What follows belongs to an exercise in optimizing a design on an open flow for low power; a production flow would make more cautious choices. Only the layout flow was run in this run; the RTL was not checked for function there.

`design/flow/flow/run.sh`:
```
#!/bin/bash
# The standard layout, with clock tree synthesis told not to add dummy loads
# (the loads only balance the tree, and each one draws clock power) and to
# cluster more flip-flops on each leaf buffer.
set -euo pipefail
export CTS_ARGS="-sink_clustering_enable -repair_clock_nets -dont_use_dummy_load -sink_clustering_size 14 -sink_clustering_max_diameter 50 -buf_list {sky130_fd_sc_hd__clkbuf_8}"
bash standard.sh > standard.log 2>&1
```
`design/flow/standard.sh`:
```
#!/bin/bash
# synth_recipe.tcl (not shown) runs the flow's synth.tcl, then flattens the netlist and writes it again
# the make line also repeats each setting of config.mk as NAME=value (left out here)
make -C /OpenROAD-flow-scripts/flow DESIGN_CONFIG=/design/flow/config.mk WORK_HOME=/design/flow/orfs CLKGATE_MAP_FILE= SYNTH_SCRIPT=/design/flow/synth_recipe.tcl "${@:-finish}"
```
`design/flow/config.mk`:
```
export PLATFORM = sky130hd
export DESIGN_NAME = pipeline_md5
export DESIGN_NICKNAME = pipeline_md5
export VERILOG_FILES = /design/flow/design.v
export SDC_FILE = /design/flow/constraint.sdc
export NUM_CORES = 8
export LEC_CHECK = 0
export CAP_MARGIN = 20
export CORE_MARGIN = 2
export CORE_UTILIZATION = 40
export GPL_ROUTABILITY_DRIVEN = 0
export GPL_TIMING_DRIVEN = 0
export PLACE_DENSITY = 0.9
export SLEW_MARGIN = 20
```
`design/flow/constraint.sdc`:
```
create_clock -name core_clock -period 9.0 [get_ports {clk}]
set_input_delay 1.8000 -clock core_clock [delete_from_list [all_inputs] [get_ports {clk}]]
set_output_delay 1.8000 -clock core_clock [all_outputs]
set_load 0.01 [all_outputs]
```
`design/flow/design.v`:
```
module pipeline_md5(
    input clk,
    input [63:0] num,
    output reg [127:0] answer,
    output reg [63:0] currnum
    );
function [31:0] add_bk(input [31:0] a, input [31:0] b);
  reg [31:0] G, P, p0; integer i, s;
  begin
    p0 = a ^ b; G = a & b; P = p0;
    for (s = 1; s < 32; s = s * 2)
      for (i = 2 * s - 1; i < 32; i = i + 2 * s) begin
        G[i] = G[i] | (P[i] & G[i - s]); P[i] = P[i] & P[i - s];
      end
    for (s = 8; s >= 1; s = s / 2)
      for (i = 3 * s - 1; i < 32; i = i + 2 * s) begin
        G[i] = G[i] | (P[i] & G[i - s]); P[i] = P[i] & P[i - s];
      end
    add_bk = p0 ^ {G[30:0], 1'b0};
  end
endfunction
function [31:0] add_rc(input [31:0] a, input [31:0] b);
  reg c; integer i; reg [31:0] y;
  begin
    c = 1'b0;
    for (i = 0; i < 32; i = i + 1) begin
      y[i] = a[i] ^ b[i] ^ c;
      c = (a[i] & b[i]) | (a[i] & c) | (b[i] & c);
    end
    add_rc = y;
  end
endfunction
function [31:0] add3_bk(input [31:0] a, input [31:0] b, input [31:0] k);
  begin
    add3_bk = add_bk(a ^ b ^ k, {(a[30:0] & b[30:0]) | (a[30:0] & k[30:0]) | (b[30:0] & k[30:0]), 1'b0});
  end
endfunction
function [31:0] add3_ks(input [31:0] a, input [31:0] b, input [31:0] k);
  begin
    add3_ks = a + b + k;
  end
endfunction
function [31:0] add_sk(input [31:0] a, input [31:0] b);
  reg [31:0] G, P, p0; integer i, l, j;
  begin
    p0 = a ^ b; G = a & b; P = p0;
    for (l = 0; l < 5; l = l + 1)
      for (i = 0; i < 32; i = i + 1)
        if ((i >> l) & 1) begin
          j = ((i >> l) << l) - 1;
          G[i] = G[i] | (P[i] & G[j]); P[i] = P[i] & P[j];
        end
    add_sk = p0 ^ {G[30:0], 1'b0};
  end
endfunction
function [31:0] add_hc(input [31:0] a, input [31:0] b);
  reg [31:0] G, P, p0; integer i, s;
  begin
    p0 = a ^ b; G = a & b; P = p0;
    for (s = 1; s < 32; s = s * 2)
      for (i = 31; i >= 1; i = i - 1)
        if ((i & 1) && i - s >= 0) begin
          G[i] = G[i] | (P[i] & G[i - s]); P[i] = P[i] & P[i - s];
        end
    for (i = 2; i < 32; i = i + 2) begin
      G[i] = G[i] | (P[i] & G[i - 1]); P[i] = P[i] & P[i - 1];
    end
    add_hc = p0 ^ {G[30:0], 1'b0};
  end
endfunction
function [31:0] add_pr(input [31:0] a, input [31:0] b);
  reg [31:0] p, g; reg [32:0] c; integer i;
  begin
    p = a ^ b; g = a & b; c[0] = 1'b0;
    for (i = 0; i < 32; i = i + 1) c[i + 1] = g[i] | (p[i] & c[i]);
    add_pr = p ^ c[31:0];
  end
endfunction
function [31:0] add_bkpg(input [31:0] p0, input [31:0] g0);
  reg [31:0] G, P; integer i, s;
  begin
    G = g0; P = p0;
    for (s = 1; s < 32; s = s * 2)
      for (i = 2 * s - 1; i < 32; i = i + 2 * s) begin
        G[i] = G[i] | (P[i] & G[i - s]); P[i] = P[i] & P[i - s];
      end
    for (s = 8; s >= 1; s = s / 2)
      for (i = 3 * s - 1; i < 32; i = i + 2 * s) begin
        G[i] = G[i] | (P[i] & G[i - s]); P[i] = P[i] & P[i - s];
      end
    add_bkpg = p0 ^ {G[30:0], 1'b0};
  end
endfunction
reg [31:0] b0_n;   
wire [31:0] b0 = ~b0_n;
reg [31:0] u0;
reg [63:0] n0;
reg [31:0] b1_n;   
wire [31:0] b1 = ~b1_n;
reg [31:0] c1;
reg [31:0] u1;
reg [63:0] n1;
reg [31:0] b2_n;   
wire [31:0] b2 = ~b2_n;
reg [31:0] c2;
reg [31:0] d2;
reg [31:0] u2;
reg [63:0] n2;
reg [31:0] b3_n;   
wire [31:0] b3 = ~b3_n;
reg [31:0] c3;
reg [31:0] d3;
reg [31:0] u3;
reg [63:0] n3;
reg [31:0] b4_n;   
wire [31:0] b4 = ~b4_n;
reg [31:0] c4;
reg [31:0] d4;
reg [31:0] u4;
reg [63:0] n4;
reg [31:0] b5_n;   
wire [31:0] b5 = ~b5_n;
reg [31:0] c5;
reg [31:0] d5;
reg [31:0] u5;
reg [63:0] n5;
reg [31:0] b6_n;   
wire [31:0] b6 = ~b6_n;
reg [31:0] c6;
reg [31:0] d6;
reg [31:0] u6;
reg [63:0] n6;
reg [31:0] b7_n;   
wire [31:0] b7 = ~b7_n;
reg [31:0] c7;
reg [31:0] d7;
reg [31:0] u7;
reg [63:0] n7;
reg [31:0] b8_n;   
wire [31:0] b8 = ~b8_n;
reg [31:0] c8;
reg [31:0] d8;
reg [31:0] u8;
reg [63:0] n8;
reg [31:0] b9_n;   
wire [31:0] b9 = ~b9_n;
reg [31:0] c9;
reg [31:0] d9;
reg [31:0] u9;
reg [63:0] n9;
reg [31:0] b10_n;   
wire [31:0] b10 = ~b10_n;
reg [31:0] c10;
reg [31:0] d10;
reg [31:0] u10;
reg [63:0] n10;
reg [31:0] b11_n;   
wire [31:0] b11 = ~b11_n;
reg [31:0] c11;
reg [31:0] d11;
reg [31:0] u11;
reg [63:0] n11;
reg [31:0] b12_n;   
wire [31:0] b12 = ~b12_n;
reg [31:0] c12;
reg [31:0] d12;
reg [31:0] u12;
reg [63:0] n12;
reg [31:0] b13_n;   
wire [31:0] b13 = ~b13_n;
reg [31:0] c13;
reg [31:0] d13;
reg [31:0] u13;
reg [63:0] n13;
reg [31:0] b14_n;   
wire [31:0] b14 = ~b14_n;
reg [31:0] c14;
reg [31:0] d14;
reg [31:0] u14;
reg [63:0] n14;
reg [31:0] b15_n;   
wire [31:0] b15 = ~b15_n;
reg [31:0] c15;
reg [31:0] d15;
reg [31:0] u15;
reg [63:0] n15;
reg [31:0] b16_n;   
wire [31:0] b16 = ~b16_n;
reg [31:0] c16;
reg [31:0] d16;
reg [31:0] u16;
reg [63:0] n16;
reg [31:0] b17_n;   
wire [31:0] b17 = ~b17_n;
reg [31:0] c17;
reg [31:0] d17;
reg [31:0] u17;
reg [63:0] n17;
reg [31:0] b18_n;   
wire [31:0] b18 = ~b18_n;
reg [31:0] c18;
reg [31:0] d18;
reg [31:0] u18;
reg [63:0] n18;
reg [31:0] b19_n;   
wire [31:0] b19 = ~b19_n;
reg [31:0] c19;
reg [31:0] d19;
reg [31:0] u19;
reg [63:0] n19;
reg [31:0] b20_n;   
wire [31:0] b20 = ~b20_n;
reg [31:0] c20;
reg [31:0] d20;
reg [31:0] u20;
reg [63:0] n20;
reg [31:0] b21_n;   
wire [31:0] b21 = ~b21_n;
reg [31:0] c21;
reg [31:0] d21;
reg [31:0] u21;
reg [63:0] n21;
reg [31:0] b22_n;   
wire [31:0] b22 = ~b22_n;
reg [31:0] c22;
reg [31:0] d22;
reg [31:0] u22;
reg [63:0] n22;
reg [31:0] b23_n;   
wire [31:0] b23 = ~b23_n;
reg [31:0] c23;
reg [31:0] d23;
reg [31:0] u23;
reg [63:0] n23;
reg [31:0] b24_n;   
wire [31:0] b24 = ~b24_n;
reg [31:0] c24;
reg [31:0] d24;
reg [31:0] u24;
reg [63:0] n24;
reg [31:0] b25_n;   
wire [31:0] b25 = ~b25_n;
reg [31:0] c25;
reg [31:0] d25;
reg [31:0] u25;
reg [63:0] n25;
reg [31:0] b26_n;   
wire [31:0] b26 = ~b26_n;
reg [31:0] c26;
reg [31:0] d26;
reg [31:0] u26;
reg [63:0] n26;
reg [31:0] b27_n;   
wire [31:0] b27 = ~b27_n;
reg [31:0] c27;
reg [31:0] d27;
reg [31:0] u27;
reg [63:0] n27;
reg [31:0] b28_n;   
wire [31:0] b28 = ~b28_n;
reg [31:0] c28;
reg [31:0] d28;
reg [31:0] u28;
reg [63:0] n28;
reg [31:0] b29_n;   
wire [31:0] b29 = ~b29_n;
reg [31:0] c29;
reg [31:0] d29;
reg [31:0] u29;
reg [63:0] n29;
reg [31:0] b30_n;   
wire [31:0] b30 = ~b30_n;
reg [31:0] c30;
reg [31:0] d30;
reg [31:0] u30;
reg [63:0] n30;
reg [31:0] b31_n;   
wire [31:0] b31 = ~b31_n;
reg [31:0] c31;
reg [31:0] w31;
reg [31:0] u31;
reg [63:0] n31;
reg [31:0] b32_n;   
wire [31:0] b32 = ~b32_n;
reg [31:0] c32;
reg [31:0] w32;
reg [31:0] u32;
reg [63:0] n32;
reg [31:0] b33_n;   
wire [31:0] b33 = ~b33_n;
reg [31:0] c33;
reg [31:0] w33;
reg [31:0] u33;
reg [63:0] n33;
reg [31:0] b34_n;   
wire [31:0] b34 = ~b34_n;
reg [31:0] c34;
reg [31:0] w34;
reg [31:0] u34;
reg [63:0] n34;
reg [31:0] b35_n;   
wire [31:0] b35 = ~b35_n;
reg [31:0] c35;
reg [31:0] w35;
reg [31:0] u35;
reg [63:0] n35;
reg [31:0] b36_n;   
wire [31:0] b36 = ~b36_n;
reg [31:0] c36;
reg [31:0] w36;
reg [31:0] u36;
reg [63:0] n36;
reg [31:0] b37_n;   
wire [31:0] b37 = ~b37_n;
reg [31:0] c37;
reg [31:0] w37;
reg [31:0] u37;
reg [63:0] n37;
reg [31:0] b38_n;   
wire [31:0] b38 = ~b38_n;
reg [31:0] c38;
reg [31:0] w38;
reg [31:0] u38;
reg [63:0] n38;
reg [31:0] b39_n;   
wire [31:0] b39 = ~b39_n;
reg [31:0] c39;
reg [31:0] w39;
reg [31:0] u39;
reg [63:0] n39;
reg [31:0] b40_n;   
wire [31:0] b40 = ~b40_n;
reg [31:0] c40;
reg [31:0] w40;
reg [31:0] u40;
reg [63:0] n40;
reg [31:0] b41_n;   
wire [31:0] b41 = ~b41_n;
reg [31:0] c41;
reg [31:0] w41;
reg [31:0] u41;
reg [63:0] n41;
reg [31:0] b42_n;   
wire [31:0] b42 = ~b42_n;
reg [31:0] c42;
reg [31:0] w42;
reg [31:0] u42;
reg [63:0] n42;
reg [31:0] b43_n;   
wire [31:0] b43 = ~b43_n;
reg [31:0] c43;
reg [31:0] w43;
reg [31:0] u43;
reg [63:0] n43;
reg [31:0] b44_n;   
wire [31:0] b44 = ~b44_n;
reg [31:0] c44;
reg [31:0] w44;
reg [31:0] u44;
reg [63:0] n44;
reg [31:0] b45_n;   
wire [31:0] b45 = ~b45_n;
reg [31:0] c45;
reg [31:0] w45;
reg [31:0] u45;
reg [63:0] n45;
reg [31:0] b46_n;   
wire [31:0] b46 = ~b46_n;
reg [31:0] c46;
reg [31:0] w46;
reg [31:0] u46;
reg [63:0] n46;
reg [31:0] b47_n;   
wire [31:0] b47 = ~b47_n;
reg [31:0] c47;
reg [31:0] z47_n;   
wire [31:0] z47 = ~z47_n;
reg [31:0] u47;
reg [63:0] n47;
reg [31:0] b48_n;   
wire [31:0] b48 = ~b48_n;
reg [31:0] c48;
reg [31:0] z48_n;   
wire [31:0] z48 = ~z48_n;
reg [31:0] u48;
reg [63:0] n48;
reg [31:0] b49_n;   
wire [31:0] b49 = ~b49_n;
reg [31:0] c49;
reg [31:0] z49_n;   
wire [31:0] z49 = ~z49_n;
reg [31:0] u49;
reg [63:0] n49;
reg [31:0] b50_n;   
wire [31:0] b50 = ~b50_n;
reg [31:0] c50;
reg [31:0] z50_n;   
wire [31:0] z50 = ~z50_n;
reg [31:0] u50;
reg [63:0] n50;
reg [31:0] b51_n;   
wire [31:0] b51 = ~b51_n;
reg [31:0] c51;
reg [31:0] z51_n;   
wire [31:0] z51 = ~z51_n;
reg [31:0] u51;
reg [63:0] n51;
reg [31:0] b52_n;   
wire [31:0] b52 = ~b52_n;
reg [31:0] c52;
reg [31:0] z52_n;   
wire [31:0] z52 = ~z52_n;
reg [31:0] u52;
reg [63:0] n52;
reg [31:0] b53_n;   
wire [31:0] b53 = ~b53_n;
reg [31:0] c53;
reg [31:0] z53_n;   
wire [31:0] z53 = ~z53_n;
reg [31:0] u53;
reg [63:0] n53;
reg [31:0] b54_n;   
wire [31:0] b54 = ~b54_n;
reg [31:0] c54;
reg [31:0] z54_n;   
wire [31:0] z54 = ~z54_n;
reg [31:0] u54;
reg [63:0] n54;
reg [31:0] b55_n;   
wire [31:0] b55 = ~b55_n;
reg [31:0] c55;
reg [31:0] z55_n;   
wire [31:0] z55 = ~z55_n;
reg [31:0] u55;
reg [63:0] n55;
reg [31:0] b56_n;   
wire [31:0] b56 = ~b56_n;
reg [31:0] c56;
reg [31:0] z56_n;   
wire [31:0] z56 = ~z56_n;
reg [31:0] u56;
reg [63:0] n56;
reg [31:0] b57_n;   
wire [31:0] b57 = ~b57_n;
reg [31:0] c57;
reg [31:0] z57_n;   
wire [31:0] z57 = ~z57_n;
reg [31:0] u57;
reg [63:0] n57;
reg [31:0] b58_n;   
wire [31:0] b58 = ~b58_n;
reg [31:0] c58;
reg [31:0] z58_n;   
wire [31:0] z58 = ~z58_n;
reg [31:0] u58;
reg [63:0] n58;
reg [31:0] b59_n;   
wire [31:0] b59 = ~b59_n;
reg [31:0] c59;
reg [31:0] z59_n;   
wire [31:0] z59 = ~z59_n;
reg [31:0] u59;
reg [63:0] n59;
reg [31:0] b60_n;   
wire [31:0] b60 = ~b60_n;
reg [31:0] c60;
reg [31:0] z60_n;   
wire [31:0] z60 = ~z60_n;
reg [31:0] u60;
reg [63:0] n60;
reg [31:0] b61_n;   
wire [31:0] b61 = ~b61_n;
reg [31:0] c61;
reg [31:0] z61_n;   
wire [31:0] z61 = ~z61_n;
reg [31:0] u61;
reg [63:0] n61;
reg [31:0] b62_n;   
wire [31:0] b62 = ~b62_n;
reg [31:0] c62;
reg [31:0] z62_n;   
wire [31:0] z62 = ~z62_n;
reg [31:0] u62;
reg [63:0] n62;
wire [31:0] t0 = add_bk({num[39:32], num[47:40], num[55:48], num[63:56]}, 32'hd76aa477);
wire [31:0] y0 = add_bk(32'hefcdab89, {t0[24:0], t0[31:25]});
always @(posedge clk) begin
  b0_n <= ~(y0);
  u0 <= add3_bk(32'h10325476, {num[7:0], num[15:8], num[23:16], num[31:24]}, 32'he8c7b756);
  n0 <= num;
end
wire [31:0] f1 = ((b0 & 32'hefcdab89) | (~b0 & 32'h98badcfe));
wire [31:0] t1 = add_bk(u0, f1);
wire [31:0] y1 = add_bk(b0, {t1[19:0], t1[31:20]});
wire [31:0] un1 = add_rc(32'h98badcfe, 32'h2420715b);
always @(posedge clk) begin
  b1_n <= ~(y1);
  c1 <= b0;
  u1 <= un1;
  n1 <= n0;
end
wire [31:0] f2 = ((b1 & c1) | (~b1 & 32'hefcdab89));
wire [31:0] t2 = add_bk(u1, f2);
wire [31:0] y2 = add_bk(b1, {t2[14:0], t2[31:15]});
wire [31:0] un2 = add_rc(32'hefcdab89, 32'hc1bdceee);
always @(posedge clk) begin
  b2_n <= ~(y2);
  c2 <= b1;
  d2 <= c1;
  u2 <= un2;
  n2 <= n1;
end
wire [31:0] f3 = ((b2 & c2) | (~b2 & d2));
wire [31:0] t3 = add_bk(u2, f3);
wire [31:0] y3 = add_bk(b2, {t3[9:0], t3[31:10]});
wire [31:0] un3 = add_rc(d2, 32'hf57c0faf);
always @(posedge clk) begin
  b3_n <= ~(y3);
  c3 <= b2;
  d3 <= c2;
  u3 <= un3;
  n3 <= n2;
end
wire [31:0] f4 = ((b3 & c3) | (~b3 & d3));
wire [31:0] t4 = add_bk(u3, f4);
wire [31:0] y4 = add_bk(b3, {t4[24:0], t4[31:25]});
wire [31:0] un4 = add_rc(d3, 32'h4787c62a);
always @(posedge clk) begin
  b4_n <= ~(y4);
  c4 <= b3;
  d4 <= c3;
  u4 <= un4;
  n4 <= n3;
end
wire [31:0] f5 = ((b4 & c4) | (~b4 & d4));
wire [31:0] t5 = add_bk(u4, f5);
wire [31:0] y5 = add_bk(b4, {t5[19:0], t5[31:20]});
wire [31:0] un5 = add_rc(d4, 32'ha8304613);
always @(posedge clk) begin
  b5_n <= ~(y5);
  c5 <= b4;
  d5 <= c4;
  u5 <= un5;
  n5 <= n4;
end
wire [31:0] f6 = ((b5 & c5) | (~b5 & d5));
wire [31:0] t6 = add_bk(u5, f6);
wire [31:0] y6 = add_bk(b5, {t6[14:0], t6[31:15]});
wire [31:0] un6 = add_rc(d5, 32'hfd469501);
always @(posedge clk) begin
  b6_n <= ~(y6);
  c6 <= b5;
  d6 <= c5;
  u6 <= un6;
  n6 <= n5;
end
wire [31:0] f7 = ((b6 & c6) | (~b6 & d6));
wire [31:0] t7 = add_bk(u6, f7);
wire [31:0] y7 = add_bk(b6, {t7[9:0], t7[31:10]});
wire [31:0] un7 = add_rc(d6, 32'h698098d8);
always @(posedge clk) begin
  b7_n <= ~(y7);
  c7 <= b6;
  d7 <= c6;
  u7 <= un7;
  n7 <= n6;
end
wire [31:0] f8 = ((b7 & c7) | (~b7 & d7));
wire [31:0] t8 = add_bk(u7, f8);
wire [31:0] y8 = add_bk(b7, {t8[24:0], t8[31:25]});
wire [31:0] un8 = add_rc(d7, 32'h8b44f7af);
always @(posedge clk) begin
  b8_n <= ~(y8);
  c8 <= b7;
  d8 <= c7;
  u8 <= un8;
  n8 <= n7;
end
wire [31:0] f9 = ((b8 & c8) | (~b8 & d8));
wire [31:0] t9 = add_bk(u8, f9);
wire [31:0] y9 = add_bk(b8, {t9[19:0], t9[31:20]});
wire [31:0] un9 = add_rc(d8, 32'hffff5bb1);
always @(posedge clk) begin
  b9_n <= ~(y9);
  c9 <= b8;
  d9 <= c8;
  u9 <= un9;
  n9 <= n8;
end
wire [31:0] f10 = ((b9 & c9) | (~b9 & d9));
wire [31:0] t10 = add_bk(u9, f10);
wire [31:0] y10 = add_bk(b9, {t10[14:0], t10[31:15]});
wire [31:0] un10 = add_rc(d9, 32'h895cd7be);
always @(posedge clk) begin
  b10_n <= ~(y10);
  c10 <= b9;
  d10 <= c9;
  u10 <= un10;
  n10 <= n9;
end
wire [31:0] f11 = ((b10 & c10) | (~b10 & d10));
wire [31:0] t11 = add_bk(u10, f11);
wire [31:0] y11 = add_bk(b10, {t11[9:0], t11[31:10]});
wire [31:0] un11 = add_rc(d10, 32'h6b901122);
always @(posedge clk) begin
  b11_n <= ~(y11);
  c11 <= b10;
  d11 <= c10;
  u11 <= un11;
  n11 <= n10;
end
wire [31:0] f12 = ((b11 & c11) | (~b11 & d11));
wire [31:0] t12 = add_bk(u11, f12);
wire [31:0] y12 = add_bk(b11, {t12[24:0], t12[31:25]});
wire [31:0] un12 = add_rc(d11, 32'hfd987193);
always @(posedge clk) begin
  b12_n <= ~(y12);
  c12 <= b11;
  d12 <= c11;
  u12 <= un12;
  n12 <= n11;
end
wire [31:0] f13 = ((b12 & c12) | (~b12 & d12));
wire [31:0] t13 = add_bk(u12, f13);
wire [31:0] y13 = add_bk(b12, {t13[19:0], t13[31:20]});
wire [31:0] un13 = add_rc(d12, 32'ha67943ce);
always @(posedge clk) begin
  b13_n <= ~(y13);
  c13 <= b12;
  d13 <= c12;
  u13 <= un13;
  n13 <= n12;
end
wire [31:0] f14 = ((b13 & c13) | (~b13 & d13));
wire [31:0] t14 = add_bk(u13, f14);
wire [31:0] y14 = add_bk(b13, {t14[14:0], t14[31:15]});
wire [31:0] un14 = add_rc(d13, 32'h49b40821);
always @(posedge clk) begin
  b14_n <= ~(y14);
  c14 <= b13;
  d14 <= c13;
  u14 <= un14;
  n14 <= n13;
end
wire [31:0] f15 = ((b14 & c14) | (~b14 & d14));
wire [31:0] t15 = add_bk(u14, f15);
wire [31:0] y15 = add_bk(b14, {t15[9:0], t15[31:10]});
wire [31:0] un15 = add3_bk(d14, {n14[7:0], n14[15:8], n14[23:16], n14[31:24]}, 32'hf61e2562);
always @(posedge clk) begin
  b15_n <= ~(y15);
  c15 <= b14;
  d15 <= c14;
  u15 <= un15;
  n15 <= n14;
end
wire [31:0] f16 = ((d15 & b15) | (~d15 & c15));
wire [31:0] t16 = add_bk(u15, f16);
wire [31:0] y16 = add_bk(b15, {t16[26:0], t16[31:27]});
wire [31:0] un16 = add_rc(d15, 32'hc040b340);
always @(posedge clk) begin
  b16_n <= ~(y16);
  c16 <= b15;
  d16 <= c15;
  u16 <= un16;
  n16 <= n15;
end
wire [31:0] f17 = ((d16 & b16) | (~d16 & c16));
wire [31:0] t17 = add_bk(u16, f17);
wire [31:0] y17 = add_bk(b16, {t17[22:0], t17[31:23]});
wire [31:0] un17 = add_rc(d16, 32'h265e5a51);
always @(posedge clk) begin
  b17_n <= ~(y17);
  c17 <= b16;
  d17 <= c16;
  u17 <= un17;
  n17 <= n16;
end
wire [31:0] f18 = ((d17 & b17) | (~d17 & c17));
wire [31:0] t18 = add_bk(u17, f18);
wire [31:0] y18 = add_bk(b17, {t18[17:0], t18[31:18]});
wire [31:0] un18 = add3_bk(d17, {n17[39:32], n17[47:40], n17[55:48], n17[63:56]}, 32'he9b6c7aa);
always @(posedge clk) begin
  b18_n <= ~(y18);
  c18 <= b17;
  d18 <= c17;
  u18 <= un18;
  n18 <= n17;
end
wire [31:0] f19 = ((d18 & b18) | (~d18 & c18));
wire [31:0] t19 = add_bk(u18, f19);
wire [31:0] y19 = add_bk(b18, {t19[11:0], t19[31:12]});
wire [31:0] un19 = add_rc(d18, 32'hd62f105d);
always @(posedge clk) begin
  b19_n <= ~(y19);
  c19 <= b18;
  d19 <= c18;
  u19 <= un19;
  n19 <= n18;
end
wire [31:0] f20 = ((d19 & b19) | (~d19 & c19));
wire [31:0] t20 = add_bk(u19, f20);
wire [31:0] y20 = add_bk(b19, {t20[26:0], t20[31:27]});
wire [31:0] un20 = add_rc(d19, 32'h02441453);
always @(posedge clk) begin
  b20_n <= ~(y20);
  c20 <= b19;
  d20 <= c19;
  u20 <= un20;
  n20 <= n19;
end
wire [31:0] f21 = ((d20 & b20) | (~d20 & c20));
wire [31:0] t21 = add_bk(u20, f21);
wire [31:0] y21 = add_bk(b20, {t21[22:0], t21[31:23]});
wire [31:0] un21 = add_rc(d20, 32'hd8a1e681);
always @(posedge clk) begin
  b21_n <= ~(y21);
  c21 <= b20;
  d21 <= c20;
  u21 <= un21;
  n21 <= n20;
end
wire [31:0] f22 = ((d21 & b21) | (~d21 & c21));
wire [31:0] t22 = add_bk(u21, f22);
wire [31:0] y22 = add_bk(b21, {t22[17:0], t22[31:18]});
wire [31:0] un22 = add_rc(d21, 32'he7d3fbc8);
always @(posedge clk) begin
  b22_n <= ~(y22);
  c22 <= b21;
  d22 <= c21;
  u22 <= un22;
  n22 <= n21;
end
wire [31:0] f23 = ((d22 & b22) | (~d22 & c22));
wire [31:0] t23 = add_bk(u22, f23);
wire [31:0] y23 = add_bk(b22, {t23[11:0], t23[31:12]});
wire [31:0] un23 = add_rc(d22, 32'h21e1cde6);
always @(posedge clk) begin
  b23_n <= ~(y23);
  c23 <= b22;
  d23 <= c22;
  u23 <= un23;
  n23 <= n22;
end
wire [31:0] f24 = ((d23 & b23) | (~d23 & c23));
wire [31:0] t24 = add_bk(u23, f24);
wire [31:0] y24 = add_bk(b23, {t24[26:0], t24[31:27]});
wire [31:0] un24 = add_rc(d23, 32'hc3370816);
always @(posedge clk) begin
  b24_n <= ~(y24);
  c24 <= b23;
  d24 <= c23;
  u24 <= un24;
  n24 <= n23;
end
wire [31:0] f25 = ((d24 & b24) | (~d24 & c24));
wire [31:0] t25 = add_bk(u24, f25);
wire [31:0] y25 = add_bk(b24, {t25[22:0], t25[31:23]});
wire [31:0] un25 = add_rc(d24, 32'hf4d50d87);
always @(posedge clk) begin
  b25_n <= ~(y25);
  c25 <= b24;
  d25 <= c24;
  u25 <= un25;
  n25 <= n24;
end
wire [31:0] f26 = ((d25 & b25) | (~d25 & c25));
wire [31:0] t26 = add_bk(u25, f26);
wire [31:0] y26 = add_bk(b25, {t26[17:0], t26[31:18]});
wire [31:0] un26 = add_rc(d25, 32'h455a14ed);
always @(posedge clk) begin
  b26_n <= ~(y26);
  c26 <= b25;
  d26 <= c25;
  u26 <= un26;
  n26 <= n25;
end
wire [31:0] f27 = ((d26 & b26) | (~d26 & c26));
wire [31:0] t27 = add_bk(u26, f27);
wire [31:0] y27 = add_bk(b26, {t27[11:0], t27[31:12]});
wire [31:0] un27 = add_rc(d26, 32'ha9e3e905);
always @(posedge clk) begin
  b27_n <= ~(y27);
  c27 <= b26;
  d27 <= c26;
  u27 <= un27;
  n27 <= n26;
end
wire [31:0] f28 = ((d27 & b27) | (~d27 & c27));
wire [31:0] t28 = add_bk(u27, f28);
wire [31:0] y28 = add_bk(b27, {t28[26:0], t28[31:27]});
wire [31:0] un28 = add_rc(d27, 32'hfcefa478);
always @(posedge clk) begin
  b28_n <= ~(y28);
  c28 <= b27;
  d28 <= c27;
  u28 <= un28;
  n28 <= n27;
end
wire [31:0] f29 = ((d28 & b28) | (~d28 & c28));
wire [31:0] t29 = add_bk(u28, f29);
wire [31:0] y29 = add_bk(b28, {t29[22:0], t29[31:23]});
wire [31:0] un29 = add_rc(d28, 32'h676f02d9);
always @(posedge clk) begin
  b29_n <= ~(y29);
  c29 <= b28;
  d29 <= c28;
  u29 <= un29;
  n29 <= n28;
end
wire [31:0] f30 = ((d29 & b29) | (~d29 & c29));
wire [31:0] t30 = add_bk(u29, f30);
wire [31:0] y30 = add_bk(b29, {t30[17:0], t30[31:18]});
wire [31:0] un30 = add_rc(d29, 32'h8d2a4c8a);
always @(posedge clk) begin
  b30_n <= ~(y30);
  c30 <= b29;
  d30 <= c29;
  u30 <= un30;
  n30 <= n29;
end
wire [31:0] f31 = ((d30 & b30) | (~d30 & c30));
wire [31:0] t31 = add_bk(u30, f31);
wire [31:0] y31 = add_bk(b30, {t31[11:0], t31[31:12]});
wire [31:0] un31 = add_rc(d30, 32'hfffa3942);
always @(posedge clk) begin
  b31_n <= ~(y31);
  c31 <= b30;
  w31 <= un31 ^ b30 ^ c30;
  u31 <= un31;
  n31 <= n30;
end
wire [31:0] dd32 = w31 ^ u31 ^ c31;
wire [31:0] p32 = b31 ^ w31;
wire [31:0] t32 = add_bkpg(p32, u31 & ~p32);
wire [31:0] y32 = add_bk(b31, {t32[27:0], t32[31:28]});
wire [31:0] un32 = add_rc(dd32, 32'h8771f681);
always @(posedge clk) begin
  b32_n <= ~(y32);
  c32 <= b31;
  w32 <= un32 ^ b31 ^ c31;
  u32 <= un32;
  n32 <= n31;
end
wire [31:0] dd33 = w32 ^ u32 ^ c32;
wire [31:0] p33 = b32 ^ w32;
wire [31:0] t33 = add_bkpg(p33, u32 & ~p33);
wire [31:0] y33 = add_bk(b32, {t33[20:0], t33[31:21]});
wire [31:0] un33 = add_rc(dd33, 32'h6d9d6122);
always @(posedge clk) begin
  b33_n <= ~(y33);
  c33 <= b32;
  w33 <= un33 ^ b32 ^ c32;
  u33 <= un33;
  n33 <= n32;
end
wire [31:0] dd34 = w33 ^ u33 ^ c33;
wire [31:0] p34 = b33 ^ w33;
wire [31:0] t34 = add_bkpg(p34, u33 & ~p34);
wire [31:0] y34 = add_bk(b33, {t34[15:0], t34[31:16]});
wire [31:0] un34 = add_rc(dd34, 32'hfde5384c);
always @(posedge clk) begin
  b34_n <= ~(y34);
  c34 <= b33;
  w34 <= un34 ^ b33 ^ c33;
  u34 <= un34;
  n34 <= n33;
end
wire [31:0] dd35 = w34 ^ u34 ^ c34;
wire [31:0] p35 = b34 ^ w34;
wire [31:0] t35 = add_bkpg(p35, u34 & ~p35);
wire [31:0] y35 = add_bk(b34, {t35[8:0], t35[31:9]});
wire [31:0] un35 = add3_bk(dd35, {n34[7:0], n34[15:8], n34[23:16], n34[31:24]}, 32'ha4beea44);
always @(posedge clk) begin
  b35_n <= ~(y35);
  c35 <= b34;
  w35 <= un35 ^ b34 ^ c34;
  u35 <= un35;
  n35 <= n34;
end
wire [31:0] dd36 = w35 ^ u35 ^ c35;
wire [31:0] p36 = b35 ^ w35;
wire [31:0] t36 = add_bkpg(p36, u35 & ~p36);
wire [31:0] y36 = add_bk(b35, {t36[27:0], t36[31:28]});
wire [31:0] un36 = add_rc(dd36, 32'h4bdecfa9);
always @(posedge clk) begin
  b36_n <= ~(y36);
  c36 <= b35;
  w36 <= un36 ^ b35 ^ c35;
  u36 <= un36;
  n36 <= n35;
end
wire [31:0] dd37 = w36 ^ u36 ^ c36;
wire [31:0] p37 = b36 ^ w36;
wire [31:0] t37 = add_bkpg(p37, u36 & ~p37);
wire [31:0] y37 = add_bk(b36, {t37[20:0], t37[31:21]});
wire [31:0] un37 = add_rc(dd37, 32'hf6bb4b60);
always @(posedge clk) begin
  b37_n <= ~(y37);
  c37 <= b36;
  w37 <= un37 ^ b36 ^ c36;
  u37 <= un37;
  n37 <= n36;
end
wire [31:0] dd38 = w37 ^ u37 ^ c37;
wire [31:0] p38 = b37 ^ w37;
wire [31:0] t38 = add_bkpg(p38, u37 & ~p38);
wire [31:0] y38 = add_bk(b37, {t38[15:0], t38[31:16]});
wire [31:0] un38 = add_rc(dd38, 32'hbebfbc70);
always @(posedge clk) begin
  b38_n <= ~(y38);
  c38 <= b37;
  w38 <= un38 ^ b37 ^ c37;
  u38 <= un38;
  n38 <= n37;
end
wire [31:0] dd39 = w38 ^ u38 ^ c38;
wire [31:0] p39 = b38 ^ w38;
wire [31:0] t39 = add_bkpg(p39, u38 & ~p39);
wire [31:0] y39 = add_bk(b38, {t39[8:0], t39[31:9]});
wire [31:0] un39 = add_rc(dd39, 32'h289b7ec6);
always @(posedge clk) begin
  b39_n <= ~(y39);
  c39 <= b38;
  w39 <= un39 ^ b38 ^ c38;
  u39 <= un39;
  n39 <= n38;
end
wire [31:0] dd40 = w39 ^ u39 ^ c39;
wire [31:0] p40 = b39 ^ w39;
wire [31:0] t40 = add_bkpg(p40, u39 & ~p40);
wire [31:0] y40 = add_bk(b39, {t40[27:0], t40[31:28]});
wire [31:0] un40 = add3_bk(dd40, {n39[39:32], n39[47:40], n39[55:48], n39[63:56]}, 32'heaa127fa);
always @(posedge clk) begin
  b40_n <= ~(y40);
  c40 <= b39;
  w40 <= un40 ^ b39 ^ c39;
  u40 <= un40;
  n40 <= n39;
end
wire [31:0] dd41 = w40 ^ u40 ^ c40;
wire [31:0] p41 = b40 ^ w40;
wire [31:0] t41 = add_bkpg(p41, u40 & ~p41);
wire [31:0] y41 = add_bk(b40, {t41[20:0], t41[31:21]});
wire [31:0] un41 = add_rc(dd41, 32'hd4ef3085);
always @(posedge clk) begin
  b41_n <= ~(y41);
  c41 <= b40;
  w41 <= un41 ^ b40 ^ c40;
  u41 <= un41;
  n41 <= n40;
end
wire [31:0] dd42 = w41 ^ u41 ^ c41;
wire [31:0] p42 = b41 ^ w41;
wire [31:0] t42 = add_bkpg(p42, u41 & ~p42);
wire [31:0] y42 = add_bk(b41, {t42[15:0], t42[31:16]});
wire [31:0] un42 = add_rc(dd42, 32'h04881d05);
always @(posedge clk) begin
  b42_n <= ~(y42);
  c42 <= b41;
  w42 <= un42 ^ b41 ^ c41;
  u42 <= un42;
  n42 <= n41;
end
wire [31:0] dd43 = w42 ^ u42 ^ c42;
wire [31:0] p43 = b42 ^ w42;
wire [31:0] t43 = add_bkpg(p43, u42 & ~p43);
wire [31:0] y43 = add_bk(b42, {t43[8:0], t43[31:9]});
wire [31:0] un43 = add_rc(dd43, 32'hd9d4d039);
always @(posedge clk) begin
  b43_n <= ~(y43);
  c43 <= b42;
  w43 <= un43 ^ b42 ^ c42;
  u43 <= un43;
  n43 <= n42;
end
wire [31:0] dd44 = w43 ^ u43 ^ c43;
wire [31:0] p44 = b43 ^ w43;
wire [31:0] t44 = add_bkpg(p44, u43 & ~p44);
wire [31:0] y44 = add_bk(b43, {t44[27:0], t44[31:28]});
wire [31:0] un44 = add_rc(dd44, 32'he6db99e5);
always @(posedge clk) begin
  b44_n <= ~(y44);
  c44 <= b43;
  w44 <= un44 ^ b43 ^ c43;
  u44 <= un44;
  n44 <= n43;
end
wire [31:0] dd45 = w44 ^ u44 ^ c44;
wire [31:0] p45 = b44 ^ w44;
wire [31:0] t45 = add_bkpg(p45, u44 & ~p45);
wire [31:0] y45 = add_bk(b44, {t45[20:0], t45[31:21]});
wire [31:0] un45 = add_rc(dd45, 32'h1fa27cf8);
always @(posedge clk) begin
  b45_n <= ~(y45);
  c45 <= b44;
  w45 <= un45 ^ b44 ^ c44;
  u45 <= un45;
  n45 <= n44;
end
wire [31:0] dd46 = w45 ^ u45 ^ c45;
wire [31:0] p46 = b45 ^ w45;
wire [31:0] t46 = add_bkpg(p46, u45 & ~p46);
wire [31:0] y46 = add_bk(b45, {t46[15:0], t46[31:16]});
wire [31:0] un46 = add_rc(dd46, 32'hc4ac56e5);
always @(posedge clk) begin
  b46_n <= ~(y46);
  c46 <= b45;
  w46 <= un46 ^ b45 ^ c45;
  u46 <= un46;
  n46 <= n45;
end
wire [31:0] dd47 = w46 ^ u46 ^ c46;
wire [31:0] p47 = b46 ^ w46;
wire [31:0] t47 = add_bkpg(p47, u46 & ~p47);
wire [31:0] y47 = add_bk(b46, {t47[8:0], t47[31:9]});
wire [31:0] un47 = add3_bk(dd47, {n46[39:32], n46[47:40], n46[55:48], n46[63:56]}, 32'hf4292244);
always @(posedge clk) begin
  b47_n <= ~(y47);
  c47 <= b46;
  z47_n <= ~(~(b46 ^ c46));
  u47 <= un47;
  n47 <= n46;
end
wire [31:0] dd48 = ~(z47 ^ c47);
wire [31:0] f48 = ((b47 & ~c47) | (~b47 & z47));
wire [31:0] t48 = add_bk(u47, f48);
wire [31:0] y48 = add_bk(b47, {t48[25:0], t48[31:26]});
wire [31:0] un48 = add_rc(dd48, 32'h432aff97);
always @(posedge clk) begin
  b48_n <= ~(y48);
  c48 <= b47;
  z48_n <= ~(~(b47 ^ c47));
  u48 <= un48;
  n48 <= n47;
end
wire [31:0] dd49 = ~(z48 ^ c48);
wire [31:0] f49 = ((b48 & ~c48) | (~b48 & z48));
wire [31:0] t49 = add_bk(u48, f49);
wire [31:0] y49 = add_bk(b48, {t49[21:0], t49[31:22]});
wire [31:0] un49 = add_rc(dd49, 32'hab9423e7);
always @(posedge clk) begin
  b49_n <= ~(y49);
  c49 <= b48;
  z49_n <= ~(~(b48 ^ c48));
  u49 <= un49;
  n49 <= n48;
end
wire [31:0] dd50 = ~(z49 ^ c49);
wire [31:0] f50 = ((b49 & ~c49) | (~b49 & z49));
wire [31:0] t50 = add_bk(u49, f50);
wire [31:0] y50 = add_bk(b49, {t50[16:0], t50[31:17]});
wire [31:0] un50 = add_rc(dd50, 32'hfc93a039);
always @(posedge clk) begin
  b50_n <= ~(y50);
  c50 <= b49;
  z50_n <= ~(~(b49 ^ c49));
  u50 <= un50;
  n50 <= n49;
end
wire [31:0] dd51 = ~(z50 ^ c50);
wire [31:0] f51 = ((b50 & ~c50) | (~b50 & z50));
wire [31:0] t51 = add_bk(u50, f51);
wire [31:0] y51 = add_bk(b50, {t51[10:0], t51[31:11]});
wire [31:0] un51 = add_rc(dd51, 32'h655b59c3);
always @(posedge clk) begin
  b51_n <= ~(y51);
  c51 <= b50;
  z51_n <= ~(~(b50 ^ c50));
  u51 <= un51;
  n51 <= n50;
end
wire [31:0] dd52 = ~(z51 ^ c51);
wire [31:0] f52 = ((b51 & ~c51) | (~b51 & z51));
wire [31:0] t52 = add_bk(u51, f52);
wire [31:0] y52 = add_bk(b51, {t52[25:0], t52[31:26]});
wire [31:0] un52 = add_rc(dd52, 32'h8f0ccc92);
always @(posedge clk) begin
  b52_n <= ~(y52);
  c52 <= b51;
  z52_n <= ~(~(b51 ^ c51));
  u52 <= un52;
  n52 <= n51;
end
wire [31:0] dd53 = ~(z52 ^ c52);
wire [31:0] f53 = ((b52 & ~c52) | (~b52 & z52));
wire [31:0] t53 = add_bk(u52, f53);
wire [31:0] y53 = add_bk(b52, {t53[21:0], t53[31:22]});
wire [31:0] un53 = add_rc(dd53, 32'hffeff47d);
always @(posedge clk) begin
  b53_n <= ~(y53);
  c53 <= b52;
  z53_n <= ~(~(b52 ^ c52));
  u53 <= un53;
  n53 <= n52;
end
wire [31:0] dd54 = ~(z53 ^ c53);
wire [31:0] f54 = ((b53 & ~c53) | (~b53 & z53));
wire [31:0] t54 = add_bk(u53, f54);
wire [31:0] y54 = add_bk(b53, {t54[16:0], t54[31:17]});
wire [31:0] un54 = add3_bk(dd54, {n53[7:0], n53[15:8], n53[23:16], n53[31:24]}, 32'h85845dd1);
always @(posedge clk) begin
  b54_n <= ~(y54);
  c54 <= b53;
  z54_n <= ~(~(b53 ^ c53));
  u54 <= un54;
  n54 <= n53;
end
wire [31:0] dd55 = ~(z54 ^ c54);
wire [31:0] f55 = ((b54 & ~c54) | (~b54 & z54));
wire [31:0] t55 = add_bk(u54, f55);
wire [31:0] y55 = add_bk(b54, {t55[10:0], t55[31:11]});
wire [31:0] un55 = add_rc(dd55, 32'h6fa87e4f);
always @(posedge clk) begin
  b55_n <= ~(y55);
  c55 <= b54;
  z55_n <= ~(~(b54 ^ c54));
  u55 <= un55;
  n55 <= n54;
end
wire [31:0] dd56 = ~(z55 ^ c55);
wire [31:0] f56 = ((b55 & ~c55) | (~b55 & z55));
wire [31:0] t56 = add_bk(u55, f56);
wire [31:0] y56 = add_bk(b55, {t56[25:0], t56[31:26]});
wire [31:0] un56 = add_rc(dd56, 32'hfe2ce6e0);
always @(posedge clk) begin
  b56_n <= ~(y56);
  c56 <= b55;
  z56_n <= ~(~(b55 ^ c55));
  u56 <= un56;
  n56 <= n55;
end
wire [31:0] dd57 = ~(z56 ^ c56);
wire [31:0] f57 = ((b56 & ~c56) | (~b56 & z56));
wire [31:0] t57 = add_bk(u56, f57);
wire [31:0] y57 = add_bk(b56, {t57[21:0], t57[31:22]});
wire [31:0] un57 = add_rc(dd57, 32'ha3014314);
always @(posedge clk) begin
  b57_n <= ~(y57);
  c57 <= b56;
  z57_n <= ~(~(b56 ^ c56));
  u57 <= un57;
  n57 <= n56;
end
wire [31:0] dd58 = ~(z57 ^ c57);
wire [31:0] f58 = ((b57 & ~c57) | (~b57 & z57));
wire [31:0] t58 = add_bk(u57, f58);
wire [31:0] y58 = add_bk(b57, {t58[16:0], t58[31:17]});
wire [31:0] un58 = add_rc(dd58, 32'h4e0811a1);
always @(posedge clk) begin
  b58_n <= ~(y58);
  c58 <= b57;
  z58_n <= ~(~(b57 ^ c57));
  u58 <= un58;
  n58 <= n57;
end
wire [31:0] dd59 = ~(z58 ^ c58);
wire [31:0] f59 = ((b58 & ~c58) | (~b58 & z58));
wire [31:0] t59 = add_bk(u58, f59);
wire [31:0] y59 = add_bk(b58, {t59[10:0], t59[31:11]});
wire [31:0] un59 = add_rc(dd59, 32'hf7537e82);
always @(posedge clk) begin
  b59_n <= ~(y59);
  c59 <= b58;
  z59_n <= ~(~(b58 ^ c58));
  u59 <= un59;
  n59 <= n58;
end
wire [31:0] dd60 = ~(z59 ^ c59);
wire [31:0] f60 = ((b59 & ~c59) | (~b59 & z59));
wire [31:0] t60 = add_bk(u59, f60);
wire [31:0] y60 = add_bk(b59, {t60[25:0], t60[31:26]});
wire [31:0] un60 = add_rc(dd60, 32'hbd3af235);
always @(posedge clk) begin
  b60_n <= ~(y60);
  c60 <= b59;
  z60_n <= ~(~(b59 ^ c59));
  u60 <= un60;
  n60 <= n59;
end
wire [31:0] dd61 = ~(z60 ^ c60);
wire [31:0] f61 = ((b60 & ~c60) | (~b60 & z60));
wire [31:0] t61 = add_bk(u60, f61);
wire [31:0] y61 = add_bk(b60, {t61[21:0], t61[31:22]});
wire [31:0] un61 = add_rc(dd61, 32'h2ad7d33b);
always @(posedge clk) begin
  b61_n <= ~(y61);
  c61 <= b60;
  z61_n <= ~(~(b60 ^ c60));
  u61 <= un61;
  n61 <= n60;
end
wire [31:0] dd62 = ~(z61 ^ c61);
wire [31:0] f62 = ((b61 & ~c61) | (~b61 & z61));
wire [31:0] t62 = add_bk(u61, f62);
wire [31:0] y62 = add_bk(b61, {t62[16:0], t62[31:17]});
wire [31:0] un62 = add_rc(dd62, 32'heb86d391);
always @(posedge clk) begin
  b62_n <= ~(y62);
  c62 <= b61;
  z62_n <= ~(~(b61 ^ c61));
  u62 <= un62;
  n62 <= n61;
end
wire [31:0] dd63 = ~(z62 ^ c62);
wire [31:0] f63 = ((b62 & ~c62) | (~b62 & z62));
wire [31:0] t63 = add_bk(u62, f63);
wire [31:0] y63 = add3_bk(b62, {t63[10:0], t63[31:11]}, 32'hefcdab89);
wire [31:0] fa = add_rc(dd63, 32'h67452301);
wire [31:0] fc = add_rc(b62, 32'h98badcfe);
wire [31:0] fd = add_rc(c62, 32'h10325476);
always @(posedge clk) begin
  answer <= {fa[7:0], fa[15:8], fa[23:16], fa[31:24],
             y63[7:0], y63[15:8], y63[23:16], y63[31:24],
             fc[7:0], fc[15:8], fc[23:16], fc[31:24],
             fd[7:0], fd[15:8], fd[23:16], fd[31:24]};
  currnum <= n62;
end
endmodule
```
==> flow_summary.yaml <==
timing:
  clock_skew_ns: 0.138
  max_clock_freq_mhz: 114
  timing_max_transition_violations_final: 0
  timing.final.crit_share_pct: 97.8
  slew_of_the_pin_with_the_lowest_slew_margin_ns: 1.24
  slew_hr_pct: 16.8
  final.setup.worst_slack_ns: 0.200
  post-route-min-period_ns: 8.80
  setup-violations-final: 0
  hold_viol: 0
  hold-worst-slack_ns: 0.217
  totalNegativeSetupSlack_ns: 0
critical_path:
  max_stage_delay_on_crit_path_ns: 0.47
  end_kind: "flop"
  crit_family: "compound AO/OA/AOI/OAI gates"
  cp_num_buf_inv: 1
  critical_path_class: "flop to flop"
  timing.critical_path.arrival_ns: 10.03
  critical-path-slowest-cell: "sky130_fd_sc_hd__o41a_1"
  setup.worst_path.start_class: "flop"
  worstPathRequired_ns: 10.23
  critical_path_peak_fanout: 3
cts:
  cts_root_buffer: "sky130_fd_sc_hd__clkbuf_8"
  clk_pin_slew_worst_paths_ns: 0.09
  clock_tree.htree_level_count: 6
  clkLatencyLatePin_ns: 1.42
  clkSinkCount: 12126
  tritoncts.num_buffers: 974
  clk_path_buf_depth: 5
  tritoncts: "built"
logic_synthesis:
  synthesis.yosys.warnings: 1
  synthAdderAreaFrac_pct: 21.2
  post_synth_inst_count: 41268
  synth-compound-area-share_pct: 6.15
  synth.cell_area_mm2: 0.483
  synth-edff-count: 0
  mappedNetlistNets: 48423
  synth_async_sr_flop_share_pct: 0
  muxShareOfSynthArea_pct: 2.66
  synth_ff_type: "sky130_fd_sc_hd__dfxtp_1"
  post_synth.cell_area_avg_um2: 11.7
  combinational_family_with_the_most_area_after_synthesis: "adder cells"
  synthXorXnorAreaFrac_pct: 10.9
  synth.distinct_cells: 80
  synthSimpleGateAreaFrac_pct: 3.54
  sequential_fraction_of_the_synthesis_area_pct: 50.3
  number_of_storage_elements_in_the_synthesis_netlist: 12126
layout:
  filler_cells_inserted: 104271
  largest-register: "answer"
  flip_flop_count_of_the_largest_register_after_layout: 128
  multi_input_comb_area_mm2: 0.217
  final_design_area_no_fill_mm2: 0.521
  utilization_pct: 43.3
  area_growth_pct: 7.93
  register_area_mm2: 0.243
  top_library_cells_by_usage_in_the_layout_fill_and_taps_aside: "sky130_fd_sc_hd__dfxtp_1, sky130_fd_sc_hd__inv_1, sky130_fd_sc_hd__ha_1"
  nets: 49718
  layout_commonest_cell: "sky130_fd_sc_hd__dfxtp_1"
  layout.cells.non_filler: 58606
  final_layout_size_suffix_gt1_share_pct: 4.47
place:
  dp.cells: 57522
  io_buffers: 256
  dp_worst_setup_slack_ns: -1.50
  post_dp_cell_area_mm2: 0.506
  dp_hpwl_um: 958000
detailed_routing:
  drt-initial-drc-count: 20159
  finalWirelength_um: 1180000
  1st_pass_router_iterations: 12
  detail_route.drc_violations: 0
  drt.antenna.violating_nets: 1
  total_via_count_in_the_routed_design: 288056
  detail_route.wl_per_cell_um: 20.1
  vias_per_cell: 4.92
floorplanning:
  design.portCount: 257
  die_height_um: 1100
  core_area_mm2: 1.20
  fp-row-count: 403
  fp.dieArea_mm2: 1.22
  die_w_um: 1100
  initial_utilization_pct: 40.1
grt:
  largest_net_degree_at_the_start_of_global_routing: 22
  total_global_route_track_usage_pct: 18.8
  antenna_found_initial: 110
  global_route_wire_length_before_repair_um: 1750000
  grt_overflow: 0
  first_global_vias: 306520
min_path:
  hp-class: "flop to flop"
run:
  cap_violations: 0
outcome:
  status: "finished with violations"
  failed_checks: "antenna violations"
cell usage after synthesis (79+ instances only):
master,count,area (µm²)
sky130_fd_sc_hd__a211oi_1,86,646
sky130_fd_sc_hd__o21ai_0,597,2990
sky130_fd_sc_hd__nor2_1,1089,4090
sky130_fd_sc_hd__o21bai_1,193,1450
sky130_fd_sc_hd__or3_1,93,582
sky130_fd_sc_hd__nand2b_1,273,1710
sky130_fd_sc_hd__mux2i_1,745,7460
sky130_fd_sc_hd__a31oi_1,139,870
sky130_fd_sc_hd__o21a_1,357,2680
sky130_fd_sc_hd__mux2_2,479,5390
sky130_fd_sc_hd__and3_1,85,532
sky130_fd_sc_hd__ha_1,5265,65900
sky130_fd_sc_hd__nand2_1,782,2940
sky130_fd_sc_hd__fa_1,1825,36500
sky130_fd_sc_hd__nand3_1,291,1460
sky130_fd_sc_hd__xnor2_1,3725,32600
sky130_fd_sc_hd__a21oi_1,1329,6650
sky130_fd_sc_hd__nand4_1,104,651
sky130_fd_sc_hd__and2_1,103,644
sky130_fd_sc_hd__a21o_1,1089,8180
sky130_fd_sc_hd__nor2b_1,276,1730
sky130_fd_sc_hd__inv_1,6736,25300
sky130_fd_sc_hd__a21boi_0,79,593
sky130_fd_sc_hd__o31ai_1,81,608
sky130_fd_sc_hd__dfxtp_1,12126,243000
sky130_fd_sc_hd__nor3_1,236,1180
sky130_fd_sc_hd__xor2_1,2310,20200
final timing paths:
| kind | startpoint | to | slack (ns) | depth (start not counted) |
|---|---|---|---|---|
| min | n19[32] | n20[32] | 0.22 | 0 |
| max reg2reg | b51_n[0] | b52_n[31] | 0.20 | 34 |
| max | b51_n[0] | b52_n[31] | 0.20 | 34 |
| min reg2reg | n19[32] | n20[32] | 0.22 | 0 |
cells by family after synthesis:
kind of cell	Yosys count
simple gates	3541
fa+ha+maj	7090
compound gates	4515
flops	12126
mux	1224
xor+xnor	6036
buf+inv	6736
final cells by class:
| cell class | instances | share of cell area (%) |
|---|---|---|
| Tap cell | 15997 | 3.84 |
| Clock buffer | 974 | 2.57 |
| Inverter | 6736 | 4.85 |
| Timing Repair Buffer | 319 | 0.587 |
| Multi-Input combinational cell | 22406 | 41.6 |
| Antenna cell | 48 | 0.0230 |
| Sequential cell | 12126 | 46.6 |
metal layers:
layer,vias up,global-route usage (%),routed length [µm]
met1,137519,19.6,416000
met3,5066,4.22,89200
met2,11533,32.1,551000
met4,52,16.1,123000
met5,-,0,364
li1,133886,-,-
worst register-to-register path: cells and delay by family (launching register included):
| family | cells | cell delay, ns |
|---|---|---|
| AND/OR/NAND/NOR | 1 | 0.15 |
| buffers and inverters | 1 | 0.16 |
| AO/OA/AOI/OAI | 22 | 5.13 |
| XOR/XNOR | 4 | 0.85 |
| adder cells (fa/ha/maj) | 5 | 1.90 |
| flip-flops | 1 | 0.35 |
| multiplexers | 1 | 0.13 |
repair_timing:
item                       CTS  global route
gates cloned                 0             0
buffers inserted            19            43
setup endpoints to repair  133           167
hold buffers                 0             0
pin swaps                   40            93
gates resized for setup    132           211

==> separate check: timing with driven ports <==
In the flow no input, the clock included, has a driving cell. The finished layout below was timed again as built, in two steps.
Step 1, drivers: a clkbuf_16 drives clk and a buf_2 each remaining input, both assumed.
Step 2 adds t to the input delays and takes it off the output delays; t is the mean of the earliest and latest rising clock arrival at the registers after step 1. Input paths then give back, and output paths get back, about the clock's delay inside the block.
Slacks: no drivers / after step 1 / after step 2; pairs: no drivers / after step 1.
shift t [ns]: 1.465
setup WS [ns]: 0.200 / 0.200 / 0.108
worst hold slack (ns): 0.217 / 0.217 / 0.217
pins driven straight from the clock port: 1
For this run, drivers alone change the setup slack by 0.000 ns; drivers and shift together by -0.092 ns.
